Context: an optimization exercise on an open-source flow, tuned for small area. The choices shown serve that exercise and are no tape-out recipe. In this exercise RTL edits were held to simulation tests only and were not proved equivalent to the original. Power figures rest on the tool's default switching activity, not on a simulated workload.

==> flow/design.v <==
`timescale 1 ns / 1 ps
module axis_jtag_v1_0 #
(
   parameter integer C_S_AXIS_DATA_WIDTH   = 64,
   parameter integer C_S_AXIS_DATA_LENGTH  = 32,
   parameter integer C_TCK_CLOCK_RATIO     = 4
)
(
   input  wire                                  channel,
   input  wire                                  s_axis_aclk,
   input  wire                                  s_axis_aresetn,
   input  wire [C_S_AXIS_DATA_WIDTH-1 : 0]      s_axis_tdata,
   input  wire                                  s_axis_tvalid,
   output wire                                  s_axis_tready,
   input  wire [7 : 0]                          s_axis_tkeep,
   input  wire                                  s_axis_tlast,
   output wire                                  TCK_0,
   output wire                                  TMS_0,
   output wire                                  TDI_0,
   input  wire                                  TDO_0,
   output wire                                  TCK_1,
   output wire                                  TMS_1,
   output wire                                  TDI_1,
   input  wire                                  TDO_1
);
   reg  [7:0]  c;
   reg  [31:0] tms_q;
   reg  [31:0] tdi_q;
   wire [6:0]  k      = c[6:0];
   wire        active = ~c[7];
   wire        pull   = c[7] & c[0];
   wire        ready  = c[7] & c[1];
   wire        inc    = ~(pull & ~s_axis_tvalid);
   always @(posedge s_axis_aclk) begin
      if (!s_axis_aresetn)
         c <= 8'd128;
      else if (ready)
         c <= 8'd0;
      else
         c <= c + {7'd0, inc};
   end
   always @(posedge s_axis_aclk) begin
      tms_q <= ~((s_axis_tdata[31:0]  | {32{~pull}}) & (tms_q | {32{pull}}));
      tdi_q <= ~((s_axis_tdata[63:32] | {32{~pull}}) & (tdi_q | {32{pull}}));
   end
   wire [7:0]  s1n = ~(8'b00000001 << k[4:2]);
   wire [3:0]  s2  = {4{active}} & (4'b0001 << k[6:5]);
   wire [3:0]  gms, gdi;
   genvar g;
   generate
      for (g = 0; g < 4; g = g + 1) begin : grp
         assign gms[g] = &(tms_q[8*g+7:8*g] | s1n);
         assign gdi[g] = &(tdi_q[8*g+7:8*g] | s1n);
      end
   endgenerate
   wire tck = active & k[1];
   wire tms = |(gms & s2) ^ (active & c[0]);
   wire tdi = |(gdi & s2) ^ (active & c[0]);
   assign s_axis_tready = ready;
   assign TCK_0 = ~channel & tck;
   assign TMS_0 = ~channel & tms;
   assign TDI_0 = ~channel & tdi;
   assign TCK_1 =  channel & tck;
   assign TMS_1 =  channel & tms;
   assign TDI_1 =  channel & tdi;
endmodule
==> flow/flow/run.sh <==
#!/bin/bash
# Layout flow: the standard ORFS flow (standard.sh) with three changes:
#  - synthesis maps the logic with an area-oriented ABC script (abc.script);
#    the registers are the standard synthesis's (ABC does not touch them);
#  - port buffers are the smallest buffer, sky130_fd_sc_hd__buf_1;
#  - clock tree synthesis without dummy loads.
# Each tool's output goes to the ORFS logs; make's output to standard.log.
set -euo pipefail
here=$(pwd)
cp flow/abc.script "$here/abc_area_opt.script"
cat > "$here/synth_opt.tcl" <<TCL
proc abc {args} {
  set i [lsearch -exact \$args -script]
  if { \$i >= 0 } { lset args [expr { \$i + 1 }] $here/abc_area_opt.script }
  yosys abc {*}\$args
}
source $here/synth_recipe.tcl
TCL
sed "s#SYNTH_SCRIPT=[^ ]*#SYNTH_SCRIPT=$here/synth_opt.tcl#" standard.sh > standard_opt.sh
export BUFFER_PORTS_ARGS="-buffer_cell sky130_fd_sc_hd__buf_1"
export CTS_ARGS="-sink_clustering_enable -repair_clock_nets -dont_use_dummy_load -buf_list sky130_fd_sc_hd__clkbuf_4"
bash standard_opt.sh > standard.log 2>&1
==> flow/flow/abc.script <==
strash
dch
amap
topo
==> flow/standard.sh <==
#!/bin/bash
# synth_recipe.tcl (not shown) runs the flow's synth.tcl, then flattens the netlist and writes it again
# the make line also repeats each setting of config.mk as NAME=value (left out here)
make -C /OpenROAD-flow-scripts/flow DESIGN_CONFIG=/design/flow/config.mk WORK_HOME=/design/flow/orfs CLKGATE_MAP_FILE= SYNTH_SCRIPT=/design/flow/synth_recipe.tcl "${@:-finish}"
==> flow/config.mk <==
export PLATFORM = sky130hd
export DESIGN_NAME = axis_jtag_v1_0
export DESIGN_NICKNAME = axis_jtag_v1_0
export VERILOG_FILES = /design/flow/design.v
export SDC_FILE = /design/flow/constraint.sdc
export NUM_CORES = 4
export LEC_CHECK = 0
export CAP_MARGIN = 20
export CORE_MARGIN = 2
export CORE_UTILIZATION = 60
export SLEW_MARGIN = 20
==> flow/constraint.sdc <==
create_clock -name core_clock -period 10.0 [get_ports {s_axis_aclk}]
set_input_delay 2.0000 -clock core_clock [delete_from_list [all_inputs] [get_ports {s_axis_aclk}]]
set_output_delay 2.0000 -clock core_clock [all_outputs]
set_load 0.01 [all_outputs]
==> results_dict.tcl, run 1 <==
set metrics [dict create \
    routedWlPerCell_um 15.5 \
    r2r_start "c[7]$_SDFF_PN1_" \
    die-area_sq_um 4600 \
    synth_ff_type "dfxtp_1" \
    power.share.sequential_pct 56.3 \
    worst-endpoint-required_ps 8000 \
    relative_max_transition_margin_pct 50.8 \
    worst_path_arrival_ps 2660 \
    worst_setup_sp_type "input port" \
    internal-power_mw 0.602 \
    post_synth.cell_area_avg_sq_um 9.89 \
    yosys.area.top_type_share_pct 59.0 \
    rsz0062_at_grt "no" \
    numCtsBuffers 9 \
    power-per-cell-area_nw_per_um2 318 \
    gr-total-overflow 0 \
    synth.most_common_cell "o22ai_1" \
    final-hold-violation-count 0 \
    time_the_final_worst_path_needs_with_i_o_delays_and_setup_ps 4660 \
    tightestPinTransition_ps 730 \
    ys.warnings.count 1 \
    yosysTopAreaCell "dfxtp_1" \
    placement.setup.worst_slack_ps 5330 \
    global_route.usage.met3_pct 5.26 \
    stdcell_area_sq_um 2870 \
    min_path_cells 1 \
    static_leak_nw 0.986 \
    viasPerCell 5.99 \
    timing.setup.critical_path_class "in2out" \
    cts_sinks 72 \
    route.antenna.remaining_nets 0 \
    first_global_vias 1904 \
    netSwitchingPower_mw 0.312 \
    critical_path.endpoint_type "output pin" \
    post_synth_main_area_contributors "dfxtp_1 59%, o22ai_1 22%, nor2_1 3.7%, nand3_1 2.5%, clkinv_1 1.8%" \
    grt.busiest_layer "met2" \
    async_flop_share_pct 0 \
    place.gp.congestion 0.836 \
    synth_common_cells "87 x o22ai_1, 72 x dfxtp_1, 24 x nor2_1, 12 x clkinv_1, 12 x nand3_1" \
    synthesis.instances 247 \
    nFillCells 325 \
    sequential_cell_area_fraction_in_the_yosys_report_pct 59.0 \
    overall_global_routing_usage_pct 26.8 \
    vdd_ir_drop_max_mv 0.181 \
    drt-pass1-iter-count 4 \
    rows 23 \
    synth-edff-count 0 \
    timing.fmax_mhz 215 \
    antenna_cells 0 \
    power.combinational.fraction_pct 29.9 \
    area_growth_syn_to_layout_pct 17.6 \
    part_of_the_total_power_dissipated_in_the_clock_network_pct 13.8 \
    post_synth_instance_area_sq_um 2440 \
    initial_core_util_pct 61.5 \
    post_cts.repair.setup_buffers 0 \
    yosys_register_bits 72 \
    initialDrtViolationCount 141 \
    worstHoldPathType "reg2reg" \
    dp_hpwl_um 4110 \
    die_h_um 67.8 \
    grtUsageMet1_pct 36.8 \
    dieWidth_um 67.8 \
    finalNetCount 415 \
    holdCritStartpoint "tdi_q[21]$_DFF_P_" \
    cts_tree "yes" \
    floorplan.core_area_sq_um 3970 \
    finalClockSkew_ps 27.3 \
    worstSetupStartpoint "channel" \
    post_cts_gate_resize_count 0 \
    clk_latency_ps 400 \
    grt_util_met2_pct 40.4 \
    run_status "complete, no violations" \
    synth_nets 328 \
    whs_ps 461 \
    setup-violations-final 0 \
    ctsLongestPathBuffers 2 \
    cts_root_buf "clkbuf_4" \
    ioPinCount 86 \
    yosysUniqueCellTypes 20 \
    final_max_slew_viol_count 0 \
    postLayoutCoreUtil_pct 72.4 \
    fraction_of_the_cycle_the_final_worst_path_needs_pct 46.6 \
    num_vias 2287 \
    cts_hold_buf 0 \
    worstPathMaxFanout 4 \
    antenna_violations_before_repair 0 \
    reg2regPathDepth 11 \
    swShare_pct 34.1 \
    grt_max_degree 65 \
    cts_h_tree_depth 3 \
    post-route-drc-count 0 \
    worst_setup_hold_path_clk_slew_ps 80 \
    global_route_wire_length_before_repair_um 8850 \
    post_route_cells_drive_above_1_share_pct 3.61 \
    finalWorstSetupSlack_ps 5340 \
    setup_total_negative_slack_ps 0 \
    port_buffers 74 \
    detailed_place.area_sq_um 2810 \
    routed_wl_um 5940 \
    maximum_capacitance_violations 0 \
]
cell type report:
class	instances	area, sq um	share of cell area [%]
repair buffers	76	293	10.2
clock buffers	9	67.6	2.35
well taps	50	62.6	2.18
multi-input cells	163	965	33.6
inverters	12	45.0	1.57
flip-flops and latches	72	1440	50.2
layout by cell type, fill, tap and decap left out:
master and count:
a22o_1 1, ha_1 2, a221oi_1 1, nand2_1 3
o21ai_0 5, nor3_1 6, clkinv_1 12, nor2_1 23
or2_0 1, o221ai_1 3, buf_1 74, clkbuf_4 9
nor4_1 7, nand3_1 12, buf_4 2, o22a_1 2
a211oi_1 2, o22ai_1 87, a32oi_1 1, a21oi_1 3
o311ai_0 1, dfxtp_1 72, nor2_4 1, nor2b_1 2
metrics by stage:
stage,power [mW],cells
after floorplan,0.708,247
after global placement,0.778,373
after detailed placement,0.792,373
after CTS,0.914,382
after global routing,0.975,382
final,0.914,382
path summary, 6_finish.rpt:
kind	slack (ps)	endpoint
worst min-delay path	460	tdi_q[21]$_DFF_P_
worst min register to register	460	tdi_q[21]$_DFF_P_
worst max-delay path	5340	TCK_1
worst max register to register	8030	c[6]$_SDFF_PP0_
logic make-up (layout without fill, tap and decap cells):
logic type | after synthesis | after routing | share of synthesized area [%]
buffers and inverters | 12 | 97 | 1.84
DFF | 72 | 72 | 59.0
adders and majority gates | 2 | 2 | 1.02
AOI/OAI and AO/OA | 106 | 106 | 27.8
and+or+nand+nor | 55 | 55 | 10.4
layer usage:
metal,vias to the layer above,wire (um)
li1,1167,-
met1,1047,2750
met2,64,2820
met3,9,282
met4,0,95
met5,-,0
power groups by stage:
stage	logic (mW)	registers (mW)	clock network, mW
after floorplan	0.208	0.500	0
after global placement	0.263	0.515	0
after detailed placement	0.273	0.519	0
after CTS	0.273	0.512	0.129
after global routing	0.303	0.531	0.141
final	0.273	0.514	0.127
sequential cells by signal, summed over array words and instances (netlist names):
register  flops
tdi_q        32
tms_q        32
c             8
worst max-delay path: stages:
cell and delay [ps]:
buf_1 160, clkinv_1 140, nor3_1 170, buf_1 190
==> run 2: changes to the inputs <==
--- a/flow/config.mk
+++ b/flow/config.mk
@@ -8,4 +8,4 @@
 export CAP_MARGIN = 20
 export CORE_MARGIN = 2
-export CORE_UTILIZATION = 60
+export CORE_UTILIZATION = 35
 export SLEW_MARGIN = 20
==> run 2 against run 1 <==
Flip-flop and latch count stayed put. Via count is 0.17% higher. Global-route usage is 8.9 points lower. Sequential share of layout area is 0.65 points lower. Critical endpoint is now TDI_1. Combinational power hardly changed. Still clean. Wire length is 11% higher. Synthesized cell count stayed put. Sequential power hardly changed. Utilization is 29 points lower. Non-clock buffer count stayed put. Hold slack better by 0.89 ps. Synthesized area stayed put.
==> results_dict.tcl, run 2 <==
set metrics [dict create \
    run_status "complete, no violations" \
    tightestPinTransition_ps 735 \
    dp_hpwl_um 4470 \
    synth_common_cells "87 x o22ai_1, 72 x dfxtp_1, 24 x nor2_1, 12 x clkinv_1, 12 x nand3_1" \
    gr-total-overflow 0 \
    final_cell_mix "87 x o22ai_1, 74 x buf_1, 72 x dfxtp_1" \
    post_route_cells_drive_above_1_share_pct 3.61 \
    worst_setup_hold_path_clk_slew_ps 100 \
    post_cts.repair.setup_buffers 0 \
    port_buffers 74 \
    yosysTopAreaCell "dfxtp_1" \
    critical-path-slowest-cell "nor4_1" \
    viasPerCell 5.56 \
    fin_total_pwr_mw 0.915 \
    cts_h_tree_depth 3 \
    setup-violations-final 0 \
    post-route-drc-count 0 \
    nFillCells 711 \
    ctsLongestPathBuffers 2 \
    floorplan.core_area_sq_um 6760 \
    relative_max_transition_margin_pct 50.5 \
    critical_path.endpoint_type "output pin" \
    die-area_sq_um 7670 \
    layout.cells.most_common "o22ai_1" \
    cts_sinks 72 \
    worst-endpoint-required_ps 8000 \
    yosys_register_bits 72 \
    post_synth_main_area_contributors "dfxtp_1 59%, o22ai_1 22%, nor2_1 3.7%, nand3_1 2.5%, clkinv_1 1.8%" \
    power-per-cell-area_nw_per_um2 314 \
    cts_root_buf "clkbuf_4" \
    time_the_final_worst_path_needs_with_i_o_delays_and_setup_ps 4770 \
    reg.largest.list "tdi_q: 32 flops, tms_q: 32 flops, c: 8 flops" \
    ioPinCount 86 \
    path_cells "clkinv_1 > nand3_1 > o22ai_1 > nor4_1 > a22o_1 > a221oi_1 > nor2_1 > a21oi_1 > nor2_1 > buf_1" \
    maximum_capacitance_violations 0 \
    post_cts_gate_resize_count 0 \
    die_h_um 87.6 \
    yosysUniqueCellTypes 20 \
    finalClockSkew_ps 26.4 \
    place.gp.congestion 0.753 \
    post_synth.cell_area_avg_sq_um 9.89 \
    cts_tree "yes" \
    dieWidth_um 87.6 \
    final_max_slew_viol_count 0 \
    setup_total_negative_slack_ps 0 \
    worst_path_most_repeated_cell "nor2_1" \
    final-hold-violation-count 0 \
    ys.warnings.count 1 \
    async_flop_share_pct 0 \
    yosys.area.top_type_share_pct 59.0 \
    static_leak_nw 0.986 \
    rows 30 \
    vdd_ir_drop_max_mv 0.164 \
    critical_path.max_stage_delay_ps 470 \
    clk_latency_ps 410 \
    rsz0062_at_grt "no" \
    antenna_violations_before_repair 0 \
    worst_path_arrival_ps 2770 \
    synth_ff_type "dfxtp_1" \
    initialDrtViolationCount 104 \
    synth.most_common_cell "o22ai_1" \
    worst_setup_sp_type "flop" \
    first_global_vias 2138 \
    overall_global_routing_usage_pct 17.8 \
    synthesis.instances 247 \
    routed_wl_um 6580 \
    initial_core_util_pct 36.2 \
    global_route_wire_length_before_repair_um 10300 \
    finalNetCount 415 \
    timing.fmax_mhz 210 \
    antenna_cells 0 \
    post_synth_instance_area_sq_um 2440 \
    synth_nets 328 \
    sequential_cell_area_fraction_in_the_yosys_report_pct 59.0 \
    drt-pass1-iter-count 4 \
    num_vias 2291 \
    worstHoldPathType "reg2reg" \
    grt_max_degree 65 \
    cts_hold_buf 0 \
    route.antenna.remaining_nets 0 \
    area_growth_syn_to_layout_pct 19.1 \
    fraction_of_the_cycle_the_final_worst_path_needs_pct 47.7 \
    timing.setup.critical_path_class "reg2out" \
    routedWlPerCell_um 16.0 \
    synth-edff-count 0 \
    numCtsBuffers 9 \
    worstPathMaxFanout 8 \
]
## run 2: logic make-up after synthesis
group | share of synthesized area, %
buffers and inverters | 1.84
and+or+nand+nor | 10.4
AOI/OAI and AO/OA | 27.8
adders and majority gates | 1.02
DFF | 59.0
## run 2: final cells by class
class                   instances  area [sq um]  area share (%)
flip-flops and latches         72          1440            49.5
multi-input cells             163           965            33.1
repair buffers                 76           293            10.1
well taps                      80           100            3.44
clock buffers                   9          67.6            2.32
inverters                      12          45.0            1.55
## run 2: where the power goes
part / switching, mW / leakage [nW] / internal (mW)
clock network: 0.0853 / 0.0414 / 0.0419
registers: 0.0761 / 0.605 / 0.437
logic: 0.152 / 0.340 / 0.123
total: 0.313 / 0.986 / 0.602
## run 2: worst max-delay path, delay by kind of cell (launching register included)
family | cells | cell delay, ps
DFF | 1 | 460
buffers and inverters | 2 | 340
AOI/OAI and AO/OA | 4 | 540
and+or+nand+nor | 4 | 1050
## run 2: path summary, 6_finish.rpt
path,cells past startpoint,slack (ps),to,from
setup / recovery,10,5230,TDI_1,c[2]$_SDFF_PP0_
hold / removal,1,460,tdi_q[30]$_DFF_P_,tdi_q[30]$_DFF_P_
setup reg to reg,11,7940,c[6]$_SDFF_PP0_,c[7]$_SDFF_PN1_
hold reg to reg,1,460,tdi_q[30]$_DFF_P_,tdi_q[30]$_DFF_P_
## run 2: per-stage QoR
step	instances	area, sq um	utilization [%]	hold slack [ps]	setup slack (ps)
finish	412	2910	43.1	461	5230
global route	412	2910	43.1	477	4920
CTS	412	2910	43.1	463	5250
detailed placement	403	2840	42.1	449	5300
global placement	403	2840	42.1	442	5290
floorplan	247	2440	-	434	4120
## run 2: metal layers
layer	share of wire [%]	vias up	track usage (%)
met4	1.8	0	6.43
met1	46	1054	24.5
met2	46	65	26.6
met5	0	-	0
met3	6.3	11	5.47
li1	-	1161	-
==> run 3: changes to the inputs <==
--- a/flow/flow/run.sh
+++ b/flow/flow/run.sh
@@ -19,4 +19,4 @@
 sed "s#SYNTH_SCRIPT=[^ ]*#SYNTH_SCRIPT=$here/synth_opt.tcl#" standard.sh > standard_opt.sh
 export BUFFER_PORTS_ARGS="-buffer_cell sky130_fd_sc_hd__buf_1"
-export CTS_ARGS="-sink_clustering_enable -repair_clock_nets -dont_use_dummy_load -buf_list sky130_fd_sc_hd__clkbuf_4"
+export CTS_ARGS="-sink_clustering_enable -repair_clock_nets -dont_use_dummy_load -buf_list {sky130_fd_sc_hd__clkbuf_2 sky130_fd_sc_hd__clkbuf_4}"
 bash standard_opt.sh > standard.log 2>&1
--- a/flow/config.mk
+++ b/flow/config.mk
@@ -8,4 +8,4 @@
 export CAP_MARGIN = 20
 export CORE_MARGIN = 2
-export CORE_UTILIZATION = 35
+export CORE_UTILIZATION = 60
 export SLEW_MARGIN = 20
==> run 3 against run 2 <==
Flip-flop and latch count unchanged. First-iteration DRC count rose by 36%. Clock skew grew 0.89 ps. Final cell count down 7.3%. Synthesized cell count unchanged. Total power decreased by 0.14%. Non-clock buffer count did not move. Clock-buffer cell count did not move. Critical path type is now in2out. Critical endpoint is now TCK_1. Largest cell class unchanged.
==> results_dict.tcl, run 3 <==
set metrics [dict create \
    run_status "complete, no violations" \
    critical_path.max_stage_delay_ps 190 \
    floorplan.core_area_sq_um 3970 \
    post_synth_main_area_contributors "dfxtp_1 59%, o22ai_1 22%, nor2_1 3.7%, nand3_1 2.5%, clkinv_1 1.8%" \
    synth_common_cells "87 x o22ai_1, 72 x dfxtp_1, 24 x nor2_1, 12 x clkinv_1, 12 x nand3_1" \
    part_of_the_total_power_dissipated_in_the_clock_network_pct 13.8 \
    critical-path-slowest-cell "buf_1" \
    finalClockSkew_ps 27.3 \
    ctsLongestPathBuffers 2 \
    timing.fmax_mhz 215 \
    r2r_start "c[7]$_SDFF_PN1_" \
    min_path_cells 1 \
    worst_setup_hold_path_clk_slew_ps 80 \
    yosysUniqueCellTypes 20 \
    numCtsBuffers 9 \
    worst_path_most_repeated_cell "buf_1" \
    holdCritStartpoint "tdi_q[21]$_DFF_P_" \
    initialDrtViolationCount 141 \
    initial_core_util_pct 61.5 \
    met3_routed_wl_um 282 \
    maximum_capacitance_violations 0 \
    path_delay_family "buffers and inverters" \
    num_vias 2287 \
    route.antenna.remaining_nets 0 \
    timing.setup.critical_path_class "in2out" \
    vdd_ir_drop_max_mv 0.181 \
    rows 23 \
    dp.cells 373 \
    cts_root_buf "clkbuf_4" \
    clk_latency_ps 400 \
    worstSetupStartpoint "channel" \
    antenna_violations_before_repair 0 \
    global_route_wire_length_before_repair_um 8850 \
    power-per-cell-area_nw_per_um2 318 \
    die-area_sq_um 4600 \
    antenna_cells 0 \
    setup_total_negative_slack_ps 0 \
    viasPerCell 5.99 \
    reg.largest.list "tdi_q: 32 flops, tms_q: 32 flops, c: 8 flops" \
    worst_setup_sp_type "input port" \
    finalNetCount 415 \
    drt-pass1-iter-count 4 \
    synth.most_common_cell "o22ai_1" \
    synth_ff_type "dfxtp_1" \
    setup-violations-final 0 \
    worstHoldPathType "reg2reg" \
    synthesis.instances 247 \
    ys.warnings.count 1 \
    post_cts.repair.setup_buffers 0 \
    cts_h_tree_depth 3 \
    async_flop_share_pct 0 \
    path_depth 4 \
    power.combinational.fraction_pct 29.9 \
    grt_max_degree 65 \
    port_buffers 74 \
    yosys.area.top_type_share_pct 59.0 \
    relative_max_transition_margin_pct 50.8 \
    post_synth_instance_area_sq_um 2440 \
    routed_wl_um 5940 \
    dieWidth_um 67.8 \
    post-route-drc-count 0 \
    cts_sinks 72 \
    rsz0062_at_grt "no" \
    sequential_cell_area_fraction_in_the_yosys_report_pct 59.0 \
    netSwitchingPower_mw 0.312 \
    path_cells "buf_1 > clkinv_1 > nor3_1 > buf_1" \
    swShare_pct 34.1 \
    time_the_final_worst_path_needs_with_i_o_delays_and_setup_ps 4660 \
    final_cell_mix "87 x o22ai_1, 74 x buf_1, 72 x dfxtp_1" \
    postLayoutCoreUtil_pct 72.4 \
    synth_nets 328 \
    drt-met1-wl_um 2750 \
    stdcell_area_sq_um 2870 \
    post_cts_gate_resize_count 0 \
    worst-endpoint-required_ps 8000 \
    yosysTopAreaCell "dfxtp_1" \
    dp_hpwl_um 4110 \
    whs_ps 461 \
    overall_global_routing_usage_pct 26.8 \
    critical_path.endpoint_type "output pin" \
    internal-power_mw 0.602 \
    worst_path_arrival_ps 2660 \
    routedWlPerCell_um 15.5 \
    top_layer "met4" \
    tightestPinTransition_ps 730 \
    cp.buffers_inverters 3 \
    detailed_place.area_sq_um 2810 \
    yosys_register_bits 72 \
    worstPathMaxFanout 4 \
    power.share.sequential_pct 56.3 \
    wl_met2_um 2820 \
    layout.cells.most_common "o22ai_1" \
    die_h_um 67.8 \
    cts_hold_buf 0 \
    fraction_of_the_cycle_the_final_worst_path_needs_pct 46.6 \
    fin_cells 382 \
    ioPinCount 86 \
    area_growth_syn_to_layout_pct 17.6 \
    cts_tree "yes" \
    place.gp.congestion 0.836 \
    final-hold-violation-count 0 \
    post_synth.cell_area_avg_sq_um 9.89 \
    gr-total-overflow 0 \
    synth-edff-count 0 \
    static_leak_nw 0.986 \
    first_global_vias 1904 \
    reg2regPathDepth 11 \
    final_max_slew_viol_count 0 \
    post_route_cells_drive_above_1_share_pct 3.61 \
]
-- run 3: cell counts in the layout (fill, tap and decap cells not counted) --
No cell type changed its count.
-- run 3: final timing paths --
path,endpoint,slack (ps)
worst min-delay path,tdi_q[21]$_DFF_P_,460
worst max register to register,c[6]$_SDFF_PP0_,8030
worst max-delay path,TCK_1,5340
worst min register to register,tdi_q[21]$_DFF_P_,460
-- run 3: kinds of logic (layout without fill, tap and decap cells) --
family / after synthesis / in the layout / share of synthesized area, %
buffers and inverters: 12 / 97 / 1.84
and+or+nand+nor: 55 / 55 / 10.4
DFF: 72 / 72 / 59.0
AOI/OAI and AO/OA: 106 / 106 / 27.8
adders and majority gates: 2 / 2 / 1.02
-- run 3: cell type report --
cell class                      instances  area, sq um
Clock buffer                            9         67.6
Fill cell                             325         1100
Inverter                               12         45.0
Multi-Input combinational cell        163          965
Sequential cell                        72         1440
Tap cell                               50         62.6
Timing Repair Buffer                   76          293
-- run 3: power groups by stage --
stage               clock (mW)  combinational [mW]  sequential, mW
finish                   0.127               0.273           0.514
global route             0.141               0.303           0.531
CTS                      0.129               0.273           0.512
detailed placement           0               0.273           0.519
global placement             0               0.263           0.515
floorplan                    0               0.208           0.500
-- run 3: through the flow --
step                      worst slack (ps)  total power, mW
after floorplan                       4120            0.708
after global placement                5310            0.778
after detailed placement              5330            0.792
after CTS                             5330            0.914
after global routing                  5070            0.975
final                                 5340            0.914
-- run 3: metal layers --
metal	vias to the layer above	global-route usage, %
li1	1167	-
met1	1047	36.8
met2	64	40.4
met3	9	5.26
met4	0	13.3
met5	-	0
==> run 4: changes to the inputs <==
--- a/flow/design.v
+++ b/flow/design.v
@@ -25,10 +25,11 @@
 );
    reg  [7:0]  c;
-   reg  [31:0] tms_q;
-   reg  [31:0] tdi_q;
+   reg  [31:0] a;
+   reg  [31:0] b;
    wire [6:0]  k      = c[6:0];
    wire        active = ~c[7];
    wire        pull   = c[7] & c[0];
    wire        ready  = c[7] & c[1];
+   wire        turn   = ~(pull | ready);
    wire        inc    = ~(pull & ~s_axis_tvalid);
    always @(posedge s_axis_aclk) begin
@@ -41,20 +42,24 @@
    end
    always @(posedge s_axis_aclk) begin
-      tms_q <= ~((s_axis_tdata[31:0]  | {32{~pull}}) & (tms_q | {32{pull}}));
-      tdi_q <= ~((s_axis_tdata[63:32] | {32{~pull}}) & (tdi_q | {32{pull}}));
+      a <= ~((s_axis_tdata[31:0]  & {32{pull}})  |
+             (s_axis_tdata[63:32] & {32{ready}}) |
+             (b                   & {32{turn}}));
+      b <= a;
    end
    wire [7:0]  s1n = ~(8'b00000001 << k[4:2]);
-   wire [3:0]  s2  = {4{active}} & (4'b0001 << k[6:5]);
-   wire [3:0]  gms, gdi;
+   wire [3:0]  s2  = 4'b0001 << k[6:5];
+   wire [3:0]  ga, gb;
    genvar g;
    generate
       for (g = 0; g < 4; g = g + 1) begin : grp
-         assign gms[g] = &(tms_q[8*g+7:8*g] | s1n);
-         assign gdi[g] = &(tdi_q[8*g+7:8*g] | s1n);
+         assign ga[g] = &(a[8*g+7:8*g] | s1n);
+         assign gb[g] = &(b[8*g+7:8*g] | s1n);
       end
    endgenerate
+   wire ma = |(ga & s2);
+   wire mb = |(gb & s2);
    wire tck = active & k[1];
-   wire tms = |(gms & s2) ^ (active & c[0]);
-   wire tdi = |(gdi & s2) ^ (active & c[0]);
+   wire tms = active & ((k[0] ? ma : mb) ^ ~(k[0] ^ k[1]));
+   wire tdi = active & ((k[0] ? mb : ma) ^ ~k[1]);
    assign s_axis_tready = ready;
    assign TCK_0 = ~channel & tck;
--- a/flow/flow/run.sh
+++ b/flow/flow/run.sh
@@ -19,4 +19,4 @@
 sed "s#SYNTH_SCRIPT=[^ ]*#SYNTH_SCRIPT=$here/synth_opt.tcl#" standard.sh > standard_opt.sh
 export BUFFER_PORTS_ARGS="-buffer_cell sky130_fd_sc_hd__buf_1"
-export CTS_ARGS="-sink_clustering_enable -repair_clock_nets -dont_use_dummy_load -buf_list {sky130_fd_sc_hd__clkbuf_2 sky130_fd_sc_hd__clkbuf_4}"
+export CTS_ARGS="-sink_clustering_enable -repair_clock_nets -dont_use_dummy_load -buf_list sky130_fd_sc_hd__clkbuf_4"
 bash standard_opt.sh > standard.log 2>&1
==> flow/flow/abc.script (replaced) <==
strash
dch
amap -F 20 -A 40 -C 5000 -E 0.5
topo
--- a/flow/config.mk
+++ b/flow/config.mk
@@ -6,6 +6,6 @@
 export NUM_CORES = 4
 export LEC_CHECK = 0
-export CAP_MARGIN = 20
+export CAP_MARGIN = 0
 export CORE_MARGIN = 2
-export CORE_UTILIZATION = 60
-export SLEW_MARGIN = 20
+export CORE_UTILIZATION = 35
+export SLEW_MARGIN = 0
==> run 4 against run 3 <==
Still clean. Wire length fell by 1.2%. Combinational power about the same. Register-to-register slack worse by 690 ps. Synthesized area decreased by 3.7%. Die area up 61%. Setup slack got worse by 430 ps. Via count fell by 7.8%. Final cell count is 3.1% lower. Hold slack worse by 110 ps.
==> results_dict.tcl, run 4 <==
set metrics [dict create \
    clk_latency_ps 400 \
    worst_path_most_repeated_cell "o22ai_1" \
    post_synth_main_area_contributors "dfxtp_1 61%, a222oi_1 14%, o22ai_1 9.3%, nand3_1 2.1%, nor2_1 1.9%" \
    rsz0062_at_grt "no" \
    worst_setup_sp_type "flop" \
    synth_xor_area_share_pct 0 \
    worst-endpoint-required_ps 8000 \
    overall_global_routing_usage_pct 16.5 \
    async_flop_share_pct 0 \
    ctsLongestPathBuffers 2 \
    viasPerCell 5.70 \
    cts_hold_buf 0 \
    post_synth_instance_area_sq_um 2350 \
    final_max_slew_viol_count 0 \
    rows 29 \
    yosysTopAreaCell "dfxtp_1" \
    grt_max_degree 36 \
    setup-violations-final 0 \
    dieWidth_um 86 \
    dp.cells 361 \
    worst_setup_hold_path_clk_slew_ps 100 \
    routedWlPerCell_um 15.9 \
    num_vias 2109 \
    synth_adder_area_share_pct 1.06 \
    cp.buffers_inverters 2 \
    static_leak_nw 0.974 \
    antenna_violations_before_repair 0 \
    die_h_um 86 \
    yosys.area.top_type_share_pct 61.2 \
    worst_path_arrival_ps 3090 \
    yosysUniqueCellTypes 19 \
    synth.most_common_cell "dfxtp_1" \
    critical_path.max_stage_delay_ps 550 \
    yosys_register_bits 72 \
    layout.cells.most_common "buf_1" \
    critical_path.endpoint_type "output pin" \
    post_cts.repair.setup_buffers 0 \
    global_route_wire_length_before_repair_um 9370 \
    cts_h_tree_depth 3 \
    gr-total-overflow 0 \
    synth_nets 288 \
    antenna_cells 0 \
    run_status "complete, no violations" \
    synth-edff-count 0 \
    final-hold-violation-count 0 \
    yosys.area_share.simple_pct 8.45 \
    cts_sinks 72 \
    post_synth.cell_area_avg_sq_um 11.4 \
    drt-pass1-iter-count 7 \
    dp_hpwl_um 4360 \
    ioPinCount 86 \
    route.antenna.remaining_nets 0 \
    path_cells "clkinv_1 > nand3_1 > o22ai_1 > or4_1 > o22ai_1 > a221o_1 > o22ai_1 > a21oi_1 > o21ai_0 > nor2_1 > buf_1" \
    floorplan.core_area_sq_um 6420 \
    finalClockSkew_ps 24.3 \
    die-area_sq_um 7400 \
    finalNetCount 376 \
    postLayoutCoreUtil_pct 44.0 \
    time_the_final_worst_path_needs_with_i_o_delays_and_setup_ps 5090 \
    initialDrtViolationCount 193 \
    synthesis.instances 207 \
    setup_total_negative_slack_ps 0 \
    port_buffers 74 \
    maximum_capacitance_violations 0 \
    tightestPinTransition_ps 799 \
    synth_common_cells "72 x dfxtp_1, 35 x o22ai_1, 32 x a222oi_1, 12 x nor2_1, 11 x clkinv_1" \
    timing.fmax_mhz 197 \
    reg.largest.list "a: 32 flops, b: 32 flops, c: 8 flops" \
    first_global_vias 2012 \
    post-route-drc-count 0 \
    post_route_cells_drive_above_1_share_pct 5.12 \
    timing.setup.critical_path_class "reg2out" \
    place.gp.congestion 0.855 \
    sequential_cell_area_fraction_in_the_yosys_report_pct 61.2 \
    post_cts_gate_resize_count 0 \
    path_delay_family "simple AND/OR/NAND/NOR gates" \
    main_combinational_cell_family_by_area_after_synthesis "compound AO/OA/AOI/OAI gates" \
    area_growth_syn_to_layout_pct 20.0 \
    relative_max_transition_margin_pct 46.2 \
    numCtsBuffers 9 \
    vdd_ir_drop_max_mv 0.127 \
    worstPathMaxFanout 8 \
    power-per-cell-area_nw_per_um2 323 \
    final_cell_mix "74 x buf_1, 72 x dfxtp_1, 35 x o22ai_1" \
    critical-path-slowest-cell "or4_1" \
    synth-compound-area-share_pct 27.5 \
    cts_root_buf "clkbuf_4" \
    worstHoldPathType "reg2reg" \
    fraction_of_the_cycle_the_final_worst_path_needs_pct 50.9 \
    cts_tree "yes" \
    fin_cells 370 \
    ys.warnings.count 1 \
    synth_ff_type "dfxtp_1" \
    routed_wl_um 5870 \
    synth_mux_area_share_pct 0 \
    initial_core_util_pct 36.6 \
]
## run 4: routing by layer
| layer | global-route usage [%] | wire length (um) |
|---|---|---|
| met1 | 21.0 | 2620 |
| met2 | 27.1 | 2770 |
| met3 | 4.23 | 405 |
| met4 | 6.06 | 77 |
| met5 | 0 | 0 |
## run 4: power by group
group | total (mW) | internal, mW | switching (mW)
Sequential | 0.517 | 0.437 | 0.0799
Combinational | 0.271 | 0.134 | 0.137
Clock | 0.125 | 0.0418 | 0.0833
Total | 0.913 | 0.613 | 0.300
## run 4: cell type report
cell class	instances	area, sq um
clock buffer	9	67.6
timing repair buffer	77	300
inverter	11	41.3
multi-input combinational	124	878
sequential	72	1440
tap	77	96.3
fill	636	3600
## run 4: worst paths after layout
path | start | to | slack [ps] | cells after the start
setup reg to reg | c[7]$_SDFF_PN1_ | c[7]$_SDFF_PN1_ | 7340 | 12
hold / removal | a[22]$_DFF_P_ | b[22]$_DFF_P_ | 350 | 0
setup / recovery | c[2]$_SDFF_PP0_ | TDI_1 | 4910 | 11
hold reg to reg | a[22]$_DFF_P_ | b[22]$_DFF_P_ | 350 | 0
## run 4: cell families after synthesis
kind of cell | count (synthesis)
adders and majority gates | 2
buffers and inverters | 11
DFF | 72
AOI/OAI and AO/OA | 82
and+or+nand+nor | 40
## run 4: stage by stage
step | total power, mW | instance area, sq um | setup slack (ps) | hold WS [ps]
2_1_floorplan | 0.695 | 2350 | 5670 | 331
3_3_place_gp | 0.793 | 2760 | 5430 | 335
6_report | 0.913 | 2830 | 4910 | 351
5_1_grt | 0.982 | 2830 | 4600 | 348
4_1_cts | 0.926 | 2830 | 4890 | 341
3_5_place_dp | 0.802 | 2760 | 5380 | 337
==> run 5: changes to the inputs <==
--- a/flow/config.mk
+++ b/flow/config.mk
@@ -6,6 +6,6 @@
 export NUM_CORES = 4
 export LEC_CHECK = 0
-export CAP_MARGIN = 0
+export CAP_MARGIN = 20
 export CORE_MARGIN = 2
 export CORE_UTILIZATION = 35
-export SLEW_MARGIN = 0
+export SLEW_MARGIN = 20
==> run 5 against run 4 <==
Final cell count is the same. Combinational power about the same. Via count stayed put. Wire length did not move. Clock power about the same.
==> results_dict.tcl, run 5 <==
set metrics [dict create \
    cts_h_tree_depth 3 \
    post_cts_gate_resize_count 0 \
    relative_max_transition_margin_pct 46.2 \
    whs_ps 351 \
    route.antenna.remaining_nets 0 \
    cts_tree "yes" \
    min_path_cells 0 \
    finalClockSkew_ps 24.3 \
    post-route-drc-count 0 \
    worst_setup_hold_path_clk_slew_ps 100 \
    worst_setup_sp_type "flop" \
    final-hold-violation-count 0 \
    initial_core_util_pct 36.6 \
    worst_r2r_endpoint "c[7]$_SDFF_PN1_" \
    clk_latency_ps 400 \
    vdd_ir_drop_max_mv 0.127 \
    synth-edff-count 0 \
    critical-path-slowest-cell "or4_1" \
    routedWlPerCell_um 15.9 \
    yosysUniqueCellTypes 19 \
    place.gp.congestion 0.855 \
    tightestPinTransition_ps 799 \
    stdcell_area_sq_um 2830 \
    sequential_cell_area_fraction_in_the_yosys_report_pct 61.2 \
    detailed_place.area_sq_um 2760 \
    timing.fmax_mhz 197 \
    die-area_sq_um 7400 \
    setup.reg_to_reg.worst_slack_ps 7340 \
    path_delay_family "simple AND/OR/NAND/NOR gates" \
    synth_nets 288 \
    worst-endpoint-required_ps 8000 \
    run_status "complete, no violations" \
    rows 29 \
    final_cell_mix "74 x buf_1, 72 x dfxtp_1, 35 x o22ai_1" \
    drt-met1-wl_um 2620 \
    rsz0062_at_grt "no" \
    finalWorstSetupSlack_ps 4910 \
    min_to "b[22]$_DFF_P_" \
    critical_path.max_stage_delay_ps 550 \
    post_synth_main_area_contributors "dfxtp_1 61%, a222oi_1 14%, o22ai_1 9.3%, nand3_1 2.1%, nor2_1 1.9%" \
    initialDrtViolationCount 193 \
    met3_routed_wl_um 405 \
    drt-pass1-iter-count 7 \
    sequential_cell_area_sq_um 1440 \
    top_layer "met4" \
    antenna_cells 0 \
    post_synth.cell_area_avg_sq_um 11.4 \
    fin_cells 370 \
    wl_met2_um 2770 \
    overall_global_routing_usage_pct 16.5 \
    dieWidth_um 86 \
    synthesis.instances 207 \
    dp_hpwl_um 4360 \
    setup-violations-final 0 \
    placement.setup.worst_slack_ps 5380 \
    worstHoldPathType "reg2reg" \
    r2r_start "c[7]$_SDFF_PN1_" \
    numCtsBuffers 9 \
    layout.cells.most_common "buf_1" \
    yosysTopAreaCell "dfxtp_1" \
    worst_path_arrival_ps 3090 \
    finalNetCount 376 \
    antenna_violations_before_repair 0 \
    ctsLongestPathBuffers 2 \
    fin_total_pwr_mw 0.913 \
    yosys.area_share.simple_pct 8.45 \
    postLayoutCoreUtil_pct 44.0 \
    cp.buffers_inverters 2 \
    nFillCells 636 \
    multi_input_area_sq_um 878 \
    floorplan.core_area_sq_um 6420 \
    worstPathMaxFanout 8 \
    synth_mux_area_share_pct 0 \
    power-per-cell-area_nw_per_um2 323 \
    area_growth_syn_to_layout_pct 20.0 \
    holdCritStartpoint "a[22]$_DFF_P_" \
    grt_max_degree 36 \
    final_max_slew_viol_count 0 \
    fraction_of_the_cycle_the_final_worst_path_needs_pct 50.9 \
    synth_xor_area_share_pct 0 \
    routed_wl_um 5870 \
    num_vias 2109 \
    synth_adder_area_share_pct 1.06 \
    global_route_wire_length_before_repair_um 9370 \
    synth-compound-area-share_pct 27.5 \
    reg2regPathDepth 12 \
    main_combinational_cell_family_by_area_after_synthesis "compound AO/OA/AOI/OAI gates" \
    static_leak_nw 0.974 \
    post_synth_instance_area_sq_um 2350 \
    yosys_register_bits 72 \
    path_cells "clkinv_1 > nand3_1 > o22ai_1 > or4_1 > o22ai_1 > a221o_1 > o22ai_1 > a21oi_1 > o21ai_0 > nor2_1 > buf_1" \
    critical_path.endpoint_type "output pin" \
    cts_root_buf "clkbuf_4" \
    cts_hold_buf 0 \
    time_the_final_worst_path_needs_with_i_o_delays_and_setup_ps 5090 \
    gr-total-overflow 0 \
    worst_path_most_repeated_cell "o22ai_1" \
    cts_sinks 72 \
    viasPerCell 5.70 \
    dp.cells 361 \
    synth_ff_type "dfxtp_1" \
    synth_common_cells "72 x dfxtp_1, 35 x o22ai_1, 32 x a222oi_1, 12 x nor2_1, 11 x clkinv_1" \
    yosys.area.top_type_share_pct 61.2 \
    synth.most_common_cell "dfxtp_1" \
    async_flop_share_pct 0 \
    ioPinCount 86 \
    maximum_capacitance_violations 0 \
    setup_total_negative_slack_ps 0 \
    post_route_cells_drive_above_1_share_pct 5.12 \
    reg.largest.list "a: 32 flops, b: 32 flops, c: 8 flops" \
    ys.warnings.count 1 \
    post_cts.repair.setup_buffers 0 \
    first_global_vias 2012 \
    die_h_um 86 \
    timing.setup.critical_path_class "reg2out" \
    port_buffers 74 \
]
run 5: cell counts after synthesis:
Identical to the previous run, type by type.
run 5: kinds of logic (layout without fill, tap and decap cells):
kind of cell | count (synthesis) | count (layout)
simple gates | 40 | 40
flops | 72 | 72
compound gates | 82 | 82
fa+ha+maj | 2 | 2
buf+inv | 11 | 97
run 5: metal layers:
metal	GRT usage, %	vias up
li1	-	1056
met1	21.0	964
met2	27.1	79
met3	4.23	10
met4	6.06	0
met5	0	-
run 5: final cells by class:
| type | count | area share (%) |
|---|---|---|
| timing repair buffer | 77 | 10.6 |
| clock buffer | 9 | 2.39 |
| sequential | 72 | 51.0 |
| multi-input combinational | 124 | 31.1 |
| inverter | 11 | 1.46 |
| tap | 77 | 3.41 |
run 5: worst max-delay path by stage:
stage                    start     to  slack, ps  cells past startpoint
5_1_grt        c[2]$_SDFF_PP0_  TMS_0       4600                     11
3_3_place_gp           channel  TCK_1       5430                      4
4_1_cts        c[2]$_SDFF_PP0_  TDI_1       4890                     11
2_1_floorplan          channel  TCK_1       5670                      2
3_5_place_dp   c[2]$_SDFF_PP0_  TDI_1       5380                     11
6_report       c[2]$_SDFF_PP0_  TDI_1       4910                     11
run 5: report_power, final:
| group | leakage, nW | internal, mW | switching (mW) |
|---|---|---|---|
| Sequential | 0.605 | 0.437 | 0.0799 |
| Combinational | 0.327 | 0.134 | 0.137 |
| Clock | 0.0414 | 0.0418 | 0.0833 |
==> run 6: changes to the inputs <==
==> flow/flow/abc.script (replaced) <==
strash
dch
amap
topo
==> run 6 against run 5 <==
Largest cell class unchanged. First-iteration DRC count up 1.6%. Global-route usage up 0.55 points. Non-clock buffer count unchanged. Clock-buffer cell count unchanged. Setup slack better by 45 ps. Largest power group unchanged. Still clean.
==> results_dict.tcl, run 6 <==
set metrics [dict create \
    run_status "complete, no violations" \
    rows 30 \
    fraction_of_the_cycle_the_final_worst_path_needs_pct 50.4 \
    sequential_cell_area_sq_um 1440 \
    worst_setup_hold_path_clk_slew_ps 90 \
    post_synth.cell_area_avg_sq_um 11.0 \
    routedWlPerCell_um 16.0 \
    post-route-drc-count 0 \
    die-area_sq_um 7470 \
    yosysUniqueCellTypes 22 \
    first_global_vias 1967 \
    yosys.area.top_type_share_pct 60.6 \
    synth_common_cells "72 x dfxtp_1, 32 x a222oi_1, 26 x o22ai_1, 22 x nor2_1, 11 x clkinv_1" \
    routed_wl_um 6120 \
    post_synth_instance_area_sq_um 2380 \
    worstPathMaxFanout 8 \
    cts_sinks 72 \
    synth_mux_area_share_pct 0 \
    reg.largest.list "a: 32 flops, b: 32 flops, c: 8 flops" \
    global_route_wire_length_before_repair_um 9680 \
    post_cts_gate_resize_count 0 \
    vdd_ir_drop_max_mv 0.122 \
    main_combinational_cell_family_by_area_after_synthesis "compound AO/OA/AOI/OAI gates" \
    route.antenna.remaining_nets 0 \
    numCtsBuffers 9 \
    yosys_register_bits 72 \
    multi_input_area_sq_um 903 \
    setup-violations-final 0 \
    yosysTopAreaCell "dfxtp_1" \
    worst-endpoint-required_ps 8000 \
    sequential_cell_area_fraction_in_the_yosys_report_pct 60.6 \
    synth-compound-area-share_pct 26.2 \
    worstHoldPathType "reg2reg" \
    timing.setup.critical_path_class "reg2out" \
    nFillCells 706 \
    synthesis.instances 216 \
    die_h_um 86.4 \
    place.gp.congestion 0.807 \
    floorplan.core_area_sq_um 6680 \
    synth-edff-count 0 \
    cts_h_tree_depth 3 \
    finalClockSkew_ps 32.8 \
    initialDrtViolationCount 196 \
    tightestPinTransition_ps 877 \
    yosys.area_share.simple_pct 10.4 \
    static_leak_nw 0.985 \
    synth_adder_area_share_pct 1.05 \
    dp_hpwl_um 4390 \
    power-per-cell-area_nw_per_um2 320 \
    cts_hold_buf 0 \
    viasPerCell 5.57 \
    dieWidth_um 86.4 \
    critical_path.endpoint_type "output pin" \
    timing.fmax_mhz 198 \
    area_growth_syn_to_layout_pct 20.0 \
    placement.setup.worst_slack_ps 5360 \
    setup_total_negative_slack_ps 0 \
    async_flop_share_pct 0 \
    maximum_capacitance_violations 0 \
    cts_root_buf "clkbuf_4" \
    synth_ff_type "dfxtp_1" \
    synth_xor_area_share_pct 0 \
    layout.cells.most_common "buf_1" \
    worst_path_arrival_ps 3040 \
    drt-pass1-iter-count 6 \
    ys.warnings.count 1 \
    clk_latency_ps 400 \
    post_synth_main_area_contributors "dfxtp_1 61%, a222oi_1 13%, o22ai_1 6.8%, nor2_1 3.5%, nand3_1 1.9%" \
    port_buffers 74 \
    ioPinCount 86 \
    grt_max_degree 36 \
    num_vias 2128 \
    dp.cells 373 \
    final_cell_mix "74 x buf_1, 72 x dfxtp_1, 32 x a222oi_1" \
    whs_ps 339 \
    fin_total_pwr_mw 0.913 \
    ctsLongestPathBuffers 2 \
    post_cts.repair.setup_buffers 0 \
    synth_nets 297 \
    rsz0062_at_grt "no" \
    initial_core_util_pct 35.6 \
    antenna_violations_before_repair 0 \
    time_the_final_worst_path_needs_with_i_o_delays_and_setup_ps 5040 \
    post_route_cells_drive_above_1_share_pct 4.97 \
    holdCritStartpoint "a[14]$_DFF_P_" \
    finalNetCount 385 \
    overall_global_routing_usage_pct 17.1 \
    worstSetupStartpoint "c[2]$_SDFF_PP0_" \
    r2r_start "c[7]$_SDFF_PN1_" \
    final_max_slew_viol_count 0 \
    antenna_cells 0 \
    cts_tree "yes" \
    finalWorstSetupSlack_ps 4960 \
    worst_setup_sp_type "flop" \
    final-hold-violation-count 0 \
    gr-total-overflow 0 \
    synth.most_common_cell "dfxtp_1" \
    relative_max_transition_margin_pct 40.9 \
    fin_cells 382 \
]
[run 6: power by group]
part           switching [mW]  total (mW)  internal [mW]
sequential             0.0781       0.515          0.437
combinational           0.143       0.273          0.130
clock                  0.0824       0.124         0.0419
[run 6: final cells by class]
class	count	share of cell area, %
well taps	80	3.51
clock buffers	9	2.37
inverters	11	1.45
multi-input cells	133	31.7
repair buffers	77	10.5
flip-flops and latches	72	50.5
[run 6: kinds of logic after synthesis]
family                   after synthesis
AO/OA/AOI/OAI                         78
adder cells (fa/ha/maj)                2
buffers and inverters                 11
flip-flops                            72
AND/OR/NAND/NOR                       53
[run 6: final timing paths]
check / to / slack (ps) / cells past startpoint
hold reg to reg: b[14]$_DFF_P_ / 340 / 0
hold / removal: b[14]$_DFF_P_ / 340 / 0
setup reg to reg: c[7]$_SDFF_PN1_ / 7580 / 12
setup / recovery: TMS_1 / 4960 / 10
[run 6: worst max-delay path, stage by stage, from the launching register on]
cell and delay [ps]:
dfxtp_1 450, clkinv_1 210, nand3_1 360, o22ai_1 150
or4_1 560, o221ai_1 300, a21oi_1 130, a21oi_1 140
o21ai_0 110, nor2_1 100, buf_1 160
[run 6: routing by layer]
metal  up-vias  global-route usage [%]  wire (um)  part of all wire [%]
li1       1074                       -          -                     -
met1       978                    23.8       3010                    49
met2        67                    25.0       2710                    44
met3         9                    4.00        319                   5.2
met4         0                    7.95         77                   1.3
met5         -                       0          0                     0
[run 6: through the flow]
stage / cell area, sq um / utilization [%]
2_1_floorplan: 2380 / -
3_3_place_gp: 2790 / 41.7
3_5_place_dp: 2790 / 41.7
4_1_cts: 2850 / 42.7
5_1_grt: 2850 / 42.7
6_report: 2850 / 42.7
==> run 7: changes to the inputs <==
--- a/flow/design.v
+++ b/flow/design.v
@@ -27,15 +27,16 @@
    reg  [31:0] a;
    reg  [31:0] b;
-   wire [6:0]  k      = c[6:0];
-   wire        active = ~c[7];
-   wire        pull   = c[7] & c[0];
-   wire        ready  = c[7] & c[1];
+   reg         tms_r;
+   reg         tdi_r;
+   wire        active = ~c[7] | (~c[1] & ~c[0]);
+   wire        pull   = c[7] & c[1] & ~c[0];
+   wire        ready  = c[7] & c[1] & c[0];
    wire        turn   = ~(pull | ready);
    wire        inc    = ~(pull & ~s_axis_tvalid);
    always @(posedge s_axis_aclk) begin
       if (!s_axis_aresetn)
-         c <= 8'd128;
+         c <= 8'd129;
       else if (ready)
-         c <= 8'd0;
+         c <= 8'd1;
       else
          c <= c + {7'd0, inc};
@@ -47,19 +48,25 @@
       b <= a;
    end
-   wire [7:0]  s1n = ~(8'b00000001 << k[4:2]);
-   wire [3:0]  s2  = 4'b0001 << k[6:5];
-   wire [3:0]  ga, gb;
+   wire [4:0]  sel = c[6:2];
+   wire [7:0]  s1n = ~(8'b00000001 << sel[2:0]);
+   wire [3:0]  s2  = 4'b0001 << sel[4:3];
+   wire [3:0]  ga;
    genvar g;
    generate
       for (g = 0; g < 4; g = g + 1) begin : grp
          assign ga[g] = &(a[8*g+7:8*g] | s1n);
-         assign gb[g] = &(b[8*g+7:8*g] | s1n);
       end
    endgenerate
-   wire ma = |(ga & s2);
-   wire mb = |(gb & s2);
-   wire tck = active & k[1];
-   wire tms = active & ((k[0] ? ma : mb) ^ ~(k[0] ^ k[1]));
-   wire tdi = active & ((k[0] ? mb : ma) ^ ~k[1]);
+   wire m = |(ga & s2);
+   wire phase0 = ~c[1] & c[0];
+   always @(posedge s_axis_aclk) begin
+      if ((~c[1] & ~c[0]) | ready)
+         tms_r <= ~m;
+      if (phase0)
+         tdi_r <= ~m;
+   end
+   wire tck = active & ~(c[1] ^ c[0]);
+   wire tms = active & tms_r;
+   wire tdi = active & (phase0 ? ~m : tdi_r);
    assign s_axis_tready = ready;
    assign TCK_0 = ~channel & tck;
==> flow/flow/abc.script (replaced) <==
strash
dch
amap -F 20 -A 40 -C 5000 -E 0.5
topo
==> run 7 against run 6 <==
Combinational power down 14%. Fmax down 2.4%. Synthesized area down 3.9%. Critical path type unchanged. Largest cell class unchanged. Largest power group unchanged. Highest routed layer unchanged.
==> results_dict.tcl, run 7 <==
set metrics [dict create \
    global_route_wire_length_before_repair_um 8800 \
    layout.cells.most_common "buf_1" \
    run_status "complete, no violations" \
    worstPathMaxFanout 7 \
    cts_sinks 74 \
    power-per-cell-area_nw_per_um2 318 \
    maximum_capacitance_violations 0 \
    worst_setup_sp_type "flop" \
    critical_path.max_stage_delay_ps 630 \
    initial_core_util_pct 36.2 \
    yosys.area_share.simple_pct 8.05 \
    synth_adder_area_share_pct 2.19 \
    antenna_violations_before_repair 0 \
    post_route_cells_drive_above_1_share_pct 5.07 \
    post_cts_gate_resize_count 0 \
    post_synth.cell_area_avg_sq_um 12.0 \
    clk_latency_ps 410 \
    yosysUniqueCellTypes 23 \
    yosys.area.top_type_share_pct 64.0 \
    cts_h_tree_depth 3 \
    tightestPinTransition_ps 787 \
    synth_nets 273 \
    synth-edff-count 1 \
    async_flop_share_pct 0 \
    sequential_cell_area_fraction_in_the_yosys_report_pct 65.3 \
    whs_ps 345 \
    relative_max_transition_margin_pct 47.0 \
    finalNetCount 361 \
    cts_hold_buf 0 \
    worst_setup_hold_path_clk_slew_ps 120 \
    place.gp.congestion 0.828 \
    synth_xor_area_share_pct 0.383 \
    synth-compound-area-share_pct 22.1 \
    routed_wl_um 5410 \
    grt_max_degree 35 \
    ys.warnings.count 1 \
    yosysTopAreaCell "dfxtp_1" \
    post-route-drc-count 0 \
    critical-path-slowest-cell "o311ai_0" \
    timing.setup.critical_path_class "reg2out" \
    synth_ff_type "dfxtp_1" \
    ioPinCount 86 \
    drt-pass1-iter-count 7 \
    dieWidth_um 84.8 \
    nFillCells 647 \
    cts_root_buf "clkbuf_4" \
    cts_tree "yes" \
    timing.fmax_mhz 194 \
    static_leak_nw 1.02 \
    post_synth_instance_area_sq_um 2280 \
    multi_input_area_sq_um 753 \
    die_h_um 84.8 \
    port_buffers 74 \
    viasPerCell 5.45 \
    finalClockSkew_ps 29.8 \
    path_delay_family "compound AO/OA/AOI/OAI gates" \
    initialDrtViolationCount 190 \
    vdd_ir_drop_max_mv 0.149 \
    reg.largest.list "a: 32 flops, b: 32 flops, c: 8 flops" \
    dp_hpwl_um 3690 \
    setup_total_negative_slack_ps 0 \
    path_cells "clkinv_1 > nand3_1 > o22ai_1 > or4_1 > o311ai_0 > a21oi_1 > o21ai_0 > nor2_1 > buf_1" \
    numCtsBuffers 9 \
    worst-endpoint-required_ps 8000 \
    first_global_vias 1841 \
    antenna_cells 0 \
    synthesis.instances 190 \
    sequential_cell_area_sq_um 1490 \
    final-hold-violation-count 0 \
    synth_common_cells "73 x dfxtp_1, 32 x a222oi_1, 16 x o22ai_1, 15 x nor2_1, 12 x clkinv_1" \
    num_vias 1925 \
    synth_mux_area_share_pct 0 \
    time_the_final_worst_path_needs_with_i_o_delays_and_setup_ps 5170 \
    final_cell_mix "74 x buf_1, 73 x dfxtp_1, 32 x a222oi_1" \
    post_cts.repair.setup_buffers 0 \
    synth.most_common_cell "dfxtp_1" \
    die-area_sq_um 7190 \
    area_growth_syn_to_layout_pct 20.5 \
    yosys_register_bits 74 \
    rsz0062_at_grt "no" \
    main_combinational_cell_family_by_area_after_synthesis "compound AO/OA/AOI/OAI gates" \
    critical_path.endpoint_type "output pin" \
    overall_global_routing_usage_pct 16.0 \
    fraction_of_the_cycle_the_final_worst_path_needs_pct 51.7 \
    rows 29 \
    ctsLongestPathBuffers 2 \
    worst_path_arrival_ps 3170 \
    final_max_slew_viol_count 0 \
    worstHoldPathType "reg2reg" \
    routedWlPerCell_um 15.3 \
    floorplan.core_area_sq_um 6310 \
    setup-violations-final 0 \
    cp.buffers_inverters 2 \
    post_synth_main_area_contributors "dfxtp_1 64%, a222oi_1 14%, o22ai_1 4.4%, nor2_1 2.5%, ha_1 2.2%" \
    gr-total-overflow 0 \
    route.antenna.remaining_nets 0 \
]
run 7: changes by cell type after synthesis, moves of 2 or more:
| cell | before | now |
|---|---|---|
| o22ai_1 | 26 | 16 |
| nor2_1 | 22 | 15 |
| o221ai_1 | 5 | 0 |
| nand2_1 | 6 | 2 |
| nor3_1 | 5 | 2 |
| a21oi_1 | 3 | 1 |
| ha_1 | 2 | 4 |
| nor2b_1 | 2 | 0 |
| nor4_1 | 4 | 2 |
| o22a_1 | 2 | 0 |
| or2_0 | 0 | 2 |
run 7: cells by family after synthesis:
kind of cell,after synthesis
adders and majority gates,4
AOI/OAI and AO/OA,61
buffers and inverters,12
DFF,74
xor gates and xnor gates,1
and+or+nand+nor,38
run 7: stage by stage:
| step | power, mW | util [%] | instances | instance area [sq um] | setup slack [ps] |
|---|---|---|---|---|---|
| 3_3_place_gp | 0.752 | 42.5 | 344 | 2690 | 5320 |
| 3_5_place_dp | 0.758 | 42.5 | 344 | 2690 | 5290 |
| 2_1_floorplan | 0.662 | - | 190 | 2280 | 5750 |
| 4_1_cts | 0.891 | 43.6 | 353 | 2750 | 4830 |
| 5_1_grt | 0.948 | 43.6 | 353 | 2750 | 4580 |
| 6_report | 0.877 | 43.6 | 353 | 2750 | 4830 |
run 7: report_power, final:
group,switching (mW),internal [mW]
Clock,0.0835,0.0419
Sequential,0.0655,0.451
Combinational,0.133,0.102
run 7: worst register-to-register path, cell delays in order, from the launching register on:
cell	delay [ps]
dfxtp_1	480
clkinv_1	250
nand3_1	240
o22ai_1	140
or4_1	520
o311ai_0	630
clkinv_1	160
run 7: routing by layer:
layer,vias to the layer above,part of all wire [%],GRT usage [%]
li1,947,-,-
met1,887,47,21.8
met2,84,45,22.6
met3,7,7.0,6.78
met4,0,1.6,5.92
met5,-,0,0
run 7: final cells by class:
class,instances,area share (%)
Tap cell,77,3.50
Sequential cell,74,54.2
Multi-Input combinational cell,104,27.4
Clock buffer,9,2.45
Inverter,12,1.64
Timing Repair Buffer,77,10.9
run 7: worst paths after layout:
| path | startpoint | end | slack (ps) | cells after the start |
|---|---|---|---|---|
| setup / recovery | c[2]$_SDFF_PP0_ | TDI_1 | 4830 | 9 |
| hold / removal | a[23]$_DFF_P_ | b[23]$_DFF_P_ | 340 | 0 |
| setup reg to reg | c[2]$_SDFF_PP0_ | tms_r$_DFFE_PP_ | 7300 | 6 |
| hold reg to reg | a[23]$_DFF_P_ | b[23]$_DFF_P_ | 340 | 0 |
==> run 8: changes to the inputs <==
--- a/flow/design.v
+++ b/flow/design.v
@@ -25,48 +25,37 @@
 );
    reg  [7:0]  c;
-   reg  [31:0] a;
-   reg  [31:0] b;
+   reg  [30:0] a;
+   reg  [30:0] b;
    reg         tms_r;
    reg         tdi_r;
-   wire        active = ~c[7] | (~c[1] & ~c[0]);
-   wire        pull   = c[7] & c[1] & ~c[0];
-   wire        ready  = c[7] & c[1] & c[0];
+   wire        active = ~c[7];
+   wire        pull   = c[7] & c[0];
+   wire        ready  = c[7] & c[1];
    wire        turn   = ~(pull | ready);
    wire        inc    = ~(pull & ~s_axis_tvalid);
    always @(posedge s_axis_aclk) begin
       if (!s_axis_aresetn)
-         c <= 8'd129;
+         c <= 8'd128;
       else if (ready)
-         c <= 8'd1;
+         c <= 8'd0;
       else
          c <= c + {7'd0, inc};
    end
+   wire [30:0] du = {s_axis_tdata[16], s_axis_tdata[1], s_axis_tdata[17], s_axis_tdata[2], s_axis_tdata[18], s_axis_tdata[3], s_axis_tdata[19], s_axis_tdata[4], s_axis_tdata[20], s_axis_tdata[5], s_axis_tdata[21], s_axis_tdata[6], s_axis_tdata[22], s_axis_tdata[7], s_axis_tdata[23], s_axis_tdata[8], s_axis_tdata[24], s_axis_tdata[9], s_axis_tdata[25], s_axis_tdata[10], s_axis_tdata[26], s_axis_tdata[11], s_axis_tdata[27], s_axis_tdata[12], s_axis_tdata[28], s_axis_tdata[13], s_axis_tdata[29], s_axis_tdata[14], s_axis_tdata[30], s_axis_tdata[15], s_axis_tdata[31]};
+   wire [30:0] dv = {s_axis_tdata[33], s_axis_tdata[49], s_axis_tdata[34], s_axis_tdata[50], s_axis_tdata[35], s_axis_tdata[51], s_axis_tdata[36], s_axis_tdata[52], s_axis_tdata[37], s_axis_tdata[53], s_axis_tdata[38], s_axis_tdata[54], s_axis_tdata[39], s_axis_tdata[55], s_axis_tdata[40], s_axis_tdata[56], s_axis_tdata[41], s_axis_tdata[57], s_axis_tdata[42], s_axis_tdata[58], s_axis_tdata[43], s_axis_tdata[59], s_axis_tdata[44], s_axis_tdata[60], s_axis_tdata[45], s_axis_tdata[61], s_axis_tdata[46], s_axis_tdata[62], s_axis_tdata[47], s_axis_tdata[63], s_axis_tdata[48]};
    always @(posedge s_axis_aclk) begin
-      a <= ~((s_axis_tdata[31:0]  & {32{pull}})  |
-             (s_axis_tdata[63:32] & {32{ready}}) |
-             (b                   & {32{turn}}));
+      a <= ~((du & {31{pull}}) | (dv & {31{ready}}) |
+             ({b[29:0], b[30]} & {31{turn}}));
       b <= a;
    end
-   wire [4:0]  sel = c[6:2];
-   wire [7:0]  s1n = ~(8'b00000001 << sel[2:0]);
-   wire [3:0]  s2  = 4'b0001 << sel[4:3];
-   wire [3:0]  ga;
-   genvar g;
-   generate
-      for (g = 0; g < 4; g = g + 1) begin : grp
-         assign ga[g] = &(a[8*g+7:8*g] | s1n);
+   always @(posedge s_axis_aclk) begin
+      if (c[1] & (c[0] | c[7])) begin
+         tms_r <= ready ? s_axis_tdata[0]  : ~a[0];
+         tdi_r <= ready ? s_axis_tdata[32] : b[0];
       end
-   endgenerate
-   wire m = |(ga & s2);
-   wire phase0 = ~c[1] & c[0];
-   always @(posedge s_axis_aclk) begin
-      if ((~c[1] & ~c[0]) | ready)
-         tms_r <= ~m;
-      if (phase0)
-         tdi_r <= ~m;
    end
-   wire tck = active & ~(c[1] ^ c[0]);
+   wire tck = active & c[1];
    wire tms = active & tms_r;
-   wire tdi = active & (phase0 ? ~m : tdi_r);
+   wire tdi = active & tdi_r;
    assign s_axis_tready = ready;
    assign TCK_0 = ~channel & tck;
==> flow/flow/abc.script (replaced) <==
strash
dc2
dch -f
amap
==> run 8 against run 7 <==
Setup slack better by 530 ps. Combinational power fell by 8%. Total power fell by 7.0%. Sequential share of layout area is 5.1 points higher. Fmax rose by 11%. Flip-flop and latch count fell by 2. Non-clock buffer count decreased by 1. Via count is 20% lower. Critical path type is now in2out. Wire length fell by 26%. Register-to-register slack improved by 350 ps. Largest cell class unchanged. Synthesized area down 12%.
==> results_dict.tcl, run 8 <==
set metrics [dict create \
    run_status "complete, no violations" \
    port_buffers 74 \
    ctsLongestPathBuffers 2 \
    final-hold-violation-count 0 \
    internal-power_mw 0.581 \
    netSwitchingPower_mw 0.235 \
    async_flop_share_pct 0 \
    relative_max_transition_margin_pct 36.5 \
    postLayoutCoreUtil_pct 44.5 \
    worst_setup_hold_path_clk_slew_ps 90 \
    worstHoldPathType "reg2reg" \
    cts_sinks 72 \
    clk_latency_ps 390 \
    static_leak_nw 0.897 \
    post_synth_main_area_contributors "dfxtp_1 70%, a222oi_1 15%, edfxtp_1 3.0%, clkinv_1 1.9%, nor3_1 1.7%" \
    cp.buffers_inverters 3 \
    area_growth_syn_to_layout_pct 22.7 \
    synth-edff-count 2 \
    worst_path_most_repeated_cell "buf_1" \
    yosys.area.top_type_share_pct 69.7 \
    worst_path_arrival_ps 2630 \
    initialDrtViolationCount 128 \
    rsz0062_at_grt "no" \
    critical_path.endpoint_type "output pin" \
    placement.setup.worst_slack_ps 5370 \
    yosysTopAreaCell "dfxtp_1" \
    viasPerCell 5.00 \
    dp.cells 299 \
    global_route_wire_length_before_repair_um 6330 \
    numCtsBuffers 9 \
    final_cell_mix "74 x buf_1, 70 x dfxtp_1, 31 x a222oi_1" \
    setup-violations-final 0 \
    cts_root_buf "clkbuf_4" \
    synth_common_cells "70 x dfxtp_1, 31 x a222oi_1, 10 x clkinv_1, 8 x nor2_1, 7 x nor3_1" \
    first_global_vias 1361 \
    place.gp.congestion 0.697 \
    reg.largest.list "a: 31 flops, b: 31 flops, c: 8 flops" \
    initial_core_util_pct 36.3 \
    num_vias 1540 \
    stdcell_area_sq_um 2470 \
    antenna_violations_before_repair 0 \
    path_delay_family "buffers and inverters" \
    overall_global_routing_usage_pct 13.4 \
    whs_ps 332 \
    worstPathMaxFanout 4 \
    ioPinCount 86 \
    routed_wl_um 4010 \
    cts_hold_buf 0 \
    finalNetCount 319 \
    synth_nets 232 \
    maximum_capacitance_violations 0 \
    tightestPinTransition_ps 946 \
    finalClockSkew_ps 19.7 \
    die_h_um 79.8 \
    timing.fmax_mhz 216 \
    floorplan.core_area_sq_um 5540 \
    finalWorstSetupSlack_ps 5370 \
    detailed_place.area_sq_um 2400 \
    cts_tree "yes" \
    fin_total_pwr_mw 0.815 \
    post_synth.cell_area_avg_sq_um 13.3 \
    post_cts_gate_resize_count 0 \
    synth.most_common_cell "dfxtp_1" \
    grt_max_degree 39 \
    setup_total_negative_slack_ps 0 \
    timing.setup.critical_path_class "in2out" \
    vdd_ir_drop_max_mv 0.133 \
    power-per-cell-area_nw_per_um2 331 \
    yosysUniqueCellTypes 16 \
    worst_setup_sp_type "input port" \
    routedWlPerCell_um 13.0 \
    synthesis.instances 151 \
    drt-pass1-iter-count 5 \
    worst-endpoint-required_ps 8000 \
    post_route_cells_drive_above_1_share_pct 5.51 \
    post_cts.repair.setup_buffers 0 \
    die-area_sq_um 6370 \
    power.share.sequential_pct 58.6 \
    fin_cells 308 \
    synth_ff_type "dfxtp_1" \
    cts_h_tree_depth 3 \
    critical_path.max_stage_delay_ps 180 \
    post-route-drc-count 0 \
    path_cells "buf_1 > clkinv_1 > nor3_1 > buf_1" \
    dp_hpwl_um 2610 \
    final_max_slew_viol_count 0 \
    power.combinational.fraction_pct 26.5 \
    antenna_cells 0 \
    rows 27 \
    post_synth_instance_area_sq_um 2010 \
    time_the_final_worst_path_needs_with_i_o_delays_and_setup_ps 4630 \
    yosys_register_bits 72 \
    sequential_cell_area_fraction_in_the_yosys_report_pct 72.7 \
    fraction_of_the_cycle_the_final_worst_path_needs_pct 46.3 \
    part_of_the_total_power_dissipated_in_the_clock_network_pct 14.9 \
    layout.cells.most_common "buf_1" \
    swShare_pct 28.8 \
    gr-total-overflow 0 \
    critical-path-slowest-cell "nor3_1" \
    dieWidth_um 79.8 \
    route.antenna.remaining_nets 0 \
    nFillCells 569 \
    ys.warnings.count 1 \
]
run 8: path summary, 6_finish.rpt:
kind,startpoint,endpoint,slack [ps],depth (start not counted)
hold reg to reg,a[10]$_DFF_P_,b[10]$_DFF_P_,330,0
setup reg to reg,c[7]$_SDFF_PN1_,a[17]$_DFF_P_,7650,5
setup / recovery,channel,TCK_1,5370,4
hold / removal,a[10]$_DFF_P_,b[10]$_DFF_P_,330,0
run 8: power by group through the flow:
stage          sequential, mW  combinational, mW  clock [mW]
6_report                0.478              0.216       0.122
5_1_grt                 0.492              0.243       0.138
4_1_cts                 0.480              0.219       0.127
3_5_place_dp            0.485              0.217           0
3_3_place_gp            0.483              0.214           0
2_1_floorplan           0.469              0.156           0
run 8: routing by layer:
metal	GRT usage [%]	share of wire (%)	vias to the layer above
met5	0	0	-
met4	8.64	2.8	0
met3	5.09	9.6	11
met2	18.5	40	72
met1	17.5	48	681
li1	-	-	776
run 8: cell families (layout without fill, tap and decap cells):
family | count (synthesis) | in the layout | synth area share [%]
flops | 72 | 72 | 72.7
buf+inv | 10 | 95 | 1.87
fa+ha+maj | 2 | 2 | 1.24
simple gates | 26 | 26 | 5.91
compound gates | 41 | 41 | 18.3
run 8: layout make-up:
class	count	area (sq um)	share of cell area [%]
clock buffers	9	67.6	2.74
flip-flops and latches	72	1460	59.3
multi-input cells	69	517	21.0
inverters	10	37.5	1.52
well taps	72	90.1	3.65
repair buffers	76	293	11.9
run 8: worst reg2reg max path, stage by stage, from the launching register on:
cell	delay [ps]
dfxtp_1	380
nand2_1	110
clkinv_1	730
nor2_2	410
buf_4	380
a222oi_1	190

Check on run 8: ideal ports give 5.365 ns setup slack; a clkbuf_16 on the clock port and buf_2 on the inputs give 5.341 ns; moving port delays by the midpoint clock arrival (0.407 ns) as well gives 5.341 ns.
